From an optimization exercise on the open Yosys and OpenROAD flow, aimed at small area; shortcuts taken in it are not production practice. The RTL was checked by simulation tests, not by an equivalence proof against the original design. No activity file was given, so power comes from the tool's default toggle rates.

run P:
Design uart_top, start of the top module:
module uart_top (
    input  wire iClk,
    input  wire iRst,
    input  wire iRx,
    output wire oTx
  );
For scale: ~800 cells after synthesis, roughly 550 flip-flops, ~4 I/O pins, ~0.013 mm^2 of cells after synthesis.
export LEC_CHECK = 0
export CAP_MARGIN = 20
export CORE_MARGIN = 2
export CORE_UTILIZATION = 40
export SLEW_MARGIN = 20
create_clock -name core_clock -period 8.0 [get_ports {iClk}]
run.sh (not shown) runs the stock make flow with config.mk's settings and CLKGATE_MAP_FILE= SYNTH_SCRIPT=/design/flow/synth_recipe.tcl, a recipe that flattens the netlist after the stock synthesis.
Inputs modified between run P and run Y:
# run P
export LEC_CHECK = 0
export CAP_MARGIN = 20
export CORE_MARGIN = 2
export CORE_UTILIZATION = 40
export SLEW_MARGIN = 20
create_clock -name core_clock -period 8.0 [get_ports {iClk}]
# run Y
export LEC_CHECK = 0
export ABC_AREA = 1
export CAP_MARGIN = 20
export CORE_MARGIN = 2
export CORE_UTILIZATION = 40
export CTS_BUF_LIST = sky130_fd_sc_hd__clkbuf_4
export SLEW_MARGIN = 20
create_clock -name core_clock -period 8.0 [get_ports {iClk}]
Notes after the runs:
Run Y ended up with rTx$_SDFFE_PP1P_ as its origin of the worst setup path; run P ended up with rPh[1]$_SDFF_PP0_.
In the tables for run P and run Y, total power reads lower with run Y.
Compared with run P, the router placed more vias in run Y.
Comparing worst-path maximum fanout for run P and run Y, the bigger number came from run P.
Run P → run Y: cell area after placement rose by about 2%, maximum achievable frequency rose by about 5%.
A category of the critical setup timing path of flop to flop is what run P shows, while flop to output port belongs to run Y.
Compared with run P, routed wire length in run Y increased by a little under 10%.
Between run P and run Y, the gate count of the mapped netlist is higher for run Y.
Total power divided by cell area: run Y vs run P down 4.2%
The floorplan row count in run Y sits 1 above the value recorded for run P.
When run Y is measured against run P, its number of antenna diodes turns out 1 higher.

========
uart_top, a different RTL version from the one above (not shown whole).
For scale: roughly 750 cells after synthesis, roughly 4 I/O pins.
==> flow/config.mk <==
export PLATFORM = sky130hd
export DESIGN_NAME = uart_top
export DESIGN_NICKNAME = uart_top
export VERILOG_FILES = /design/flow/design.v
export SDC_FILE = /design/flow/constraint.sdc
export NUM_CORES = 4
export LEC_CHECK = 0
export CAP_MARGIN = 20
export CORE_MARGIN = 2
export CORE_UTILIZATION = 65
export PLACE_DENSITY = 0.8
export SLEW_MARGIN = 20
==> flow/constraint.sdc <==
create_clock -name core_clock -period 8.0 [get_ports {iClk}]
set_input_delay 1.6000 -clock core_clock [delete_from_list [all_inputs] [get_ports {iClk}]]
set_output_delay 1.6000 -clock core_clock [all_outputs]
set_load 0.01 [all_outputs]
standard.sh (not shown) runs the stock make flow with config.mk's settings and CLKGATE_MAP_FILE= SYNTH_SCRIPT=/design/flow/synth_recipe.tcl, a recipe that flattens the netlist after the stock synthesis.
==> flow/flow/run.sh <==
#!/bin/bash
# Layout flow: the standard flow (standard.sh) with two changes.
#  1. After the standard synthesis, the combinational logic is mapped again
#     for area (flow/remap.tcl with flow/area.abc). Flip-flop and full-adder
#     instances keep their names and cell types.
#  2. Clock tree synthesis builds the tree from clkbuf_4 cells in clusters of
#     at most 12 sinks and adds no dummy loads.
# Each tool's output goes to a log file in the work folder.
set -euo pipefail
WORK=$(pwd)
RES=$WORK/orfs/results/$FLOW_PLATFORM/uart_top/base

bash standard.sh synth > standard_synth.log 2>&1

cp $RES/1_2_yosys.v $WORK/1_2_yosys_standard.v
export REMAP_IN=$WORK/1_2_yosys_standard.v
export REMAP_OUT=$WORK/1_2_yosys_remap.v
export REMAP_ABC=$WORK/flow/area.abc
export LIB_FILE=$FLOW_HOME/platforms/$FLOW_PLATFORM/lib/sky130_fd_sc_hd__tt_025C_1v80.lib
export DONT_USE_CELLS="$(sed -n '/^export DONT_USE_CELLS/,/^$/p' $FLOW_HOME/platforms/$FLOW_PLATFORM/config.mk | grep -o 'sky130_fd_sc_hd__[a-z0-9_]*' | tr '\n' ' ')"
yosys -c $WORK/flow/remap.tcl > remap.log 2>&1
cp $REMAP_OUT $RES/1_2_yosys.v
touch $RES/1_2_yosys.v

export CTS_ARGS="-sink_clustering_enable -repair_clock_nets -dont_use_dummy_load -buf_list sky130_fd_sc_hd__clkbuf_4 -sink_clustering_size 12 -sink_clustering_max_diameter 50"
bash standard.sh > standard.log 2>&1
==> flow/flow/area.abc <==
strash
dc2
dch -f
amap
topo
==> flow/flow/remap.tcl <==
# Re-map the combinational logic of a synthesized netlist for area; flip-flop
# instances (names and cell types) are kept as they are.
# env: REMAP_IN REMAP_OUT LIB_FILE REMAP_ABC DONT_USE_CELLS
set lib $::env(LIB_FILE)
set du {}
foreach c $::env(DONT_USE_CELLS) { lappend du -dont_use $c }
yosys read_verilog -defer $::env(REMAP_IN)
yosys read_liberty -ignore_miss_func -overwrite $lib
yosys hierarchy -top uart_top
# keep every sequential cell, and the full-adder cells, as opaque instances
yosys blackbox {*}[lsort -unique [regexp -all -inline {sky130_fd_sc_hd__(?:\w*df\w*|fa_\d)} [exec cat $::env(REMAP_IN)]]]
yosys flatten
yosys opt -purge
yosys abc -script $::env(REMAP_ABC) -liberty $lib {*}$du
yosys opt_clean -purge
yosys hilomap -singleton -hicell sky130_fd_sc_hd__conb_1 HI -locell sky130_fd_sc_hd__conb_1 LO
yosys splitnets
yosys opt_clean -purge
yosys insbuf -buf sky130_fd_sc_hd__buf_4 A X
yosys tee -o $::env(REMAP_OUT).stat stat -liberty $lib
yosys write_verilog -noattr -nohex -nodec $::env(REMAP_OUT)
Then changed:
--- a/flow/flow/run.sh
+++ b/flow/flow/run.sh
@@ -23,4 +23,4 @@
 touch $RES/1_2_yosys.v
 
-export CTS_ARGS="-sink_clustering_enable -repair_clock_nets -dont_use_dummy_load -buf_list sky130_fd_sc_hd__clkbuf_4 -sink_clustering_size 12 -sink_clustering_max_diameter 50"
+export CTS_ARGS="-sink_clustering_enable -repair_clock_nets -dont_use_dummy_load -buf_list sky130_fd_sc_hd__clkbuf_4 -sink_clustering_size 12 -sink_clustering_max_diameter 40"
 bash standard.sh > standard.log 2>&1
--- a/flow/config.mk
+++ b/flow/config.mk
@@ -6,7 +6,7 @@
 export NUM_CORES = 4
 export LEC_CHECK = 0
-export CAP_MARGIN = 20
+export CAP_MARGIN = 0
 export CORE_MARGIN = 2
 export CORE_UTILIZATION = 65
 export PLACE_DENSITY = 0.8
-export SLEW_MARGIN = 20
+export SLEW_MARGIN = 0
Effect: The changed run finished with timing, DRC and antenna clean; synthesized area does not change; final cell count stays the same; design area is unchanged; routed wire length increases by about 0.8%; via count is higher by 0.49%; count of clock-buffer cells in the layout climbs by 1; total power went up by 0.37%; core utilization does not change; fmax stays flat.
Then changed:
--- a/flow/flow/run.sh
+++ b/flow/flow/run.sh
@@ -23,4 +23,5 @@
 touch $RES/1_2_yosys.v
 
+export BUFFER_PORTS_ARGS="-buffer_cell sky130_fd_sc_hd__buf_1"
 export CTS_ARGS="-sink_clustering_enable -repair_clock_nets -dont_use_dummy_load -buf_list sky130_fd_sc_hd__clkbuf_4 -sink_clustering_size 12 -sink_clustering_max_diameter 40"
 bash standard.sh > standard.log 2>&1
--- a/flow/config.mk
+++ b/flow/config.mk
@@ -6,7 +6,7 @@
 export NUM_CORES = 4
 export LEC_CHECK = 0
-export CAP_MARGIN = 0
+export CAP_MARGIN = 20
 export CORE_MARGIN = 2
 export CORE_UTILIZATION = 65
 export PLACE_DENSITY = 0.8
-export SLEW_MARGIN = 0
+export SLEW_MARGIN = 20
The new run ran to the end with no violations.
Final cell count is about the same.
Global-route usage falls by 0.11 points.
Fmax hardly moves.
Die area stays the same.
Via count is about the same.
Power barely changes.
Then changed:
--- a/flow/flow/run.sh
+++ b/flow/flow/run.sh
@@ -23,5 +23,4 @@
 touch $RES/1_2_yosys.v
 
-export BUFFER_PORTS_ARGS="-buffer_cell sky130_fd_sc_hd__buf_1"
 export CTS_ARGS="-sink_clustering_enable -repair_clock_nets -dont_use_dummy_load -buf_list sky130_fd_sc_hd__clkbuf_4 -sink_clustering_size 12 -sink_clustering_max_diameter 40"
 bash standard.sh > standard.log 2>&1
=> Final cell count is about the same; clock power barely changes; count of clock-buffer cells in the layout stays the same; synthesized area is unchanged; non-clock buffer count decreases by 1; via count is about the same; first-iteration DRC count decreases by 6.3%; flip-flop and latch count does not change.

[re-timing with driven ports]
How much do the figures lean on ideal ports? The routed layouts below were timed once more, with nothing changed but the port constraints. Step 1: set_driving_cell puts a clkbuf_16 on iClk and a buf_2 on each other input, an assumption about the parent block. Step 2 times the ports against the registers' clock, not the clock port: input delays grow and output delays shrink by t, the midpoint of the rising clock arrivals with the driver on. a / b / c = ideal / step 1 / step 2; a / b = the first two.
run | t (ns) | setup slack, ns | clock arrival spread, ns | worst slew at a driven data input, ns | cell pins on the clock port's net
run P | 0.585 | 4.564 / 4.564 / 4.564 | 0.025 / 0.024 | 0.03 | 1
run Y | 0.760 | 4.726 / 4.686 / 4.816 | 0.050 / 0.050 | 0.03 | 1
the first run of note 2 | 0.671 | 2.627 / 2.627 / 2.627 | 0.064 / 0.063 | 0.03 | 1
the second run of note 2 | 0.675 | 2.614 / 2.614 / 2.614 | 0.077 / 0.077 | 0.03 | 1
the third run of note 2 | 0.668 | 2.621 / 2.621 / 2.621 | 0.085 / 0.085 | 0.03 | 1
the fourth run of note 2 | 0.668 | 2.599 / 2.599 / 2.599 | 0.083 / 0.084 | 0.03 | 1
After both steps setup and hold are still met in every run listed.
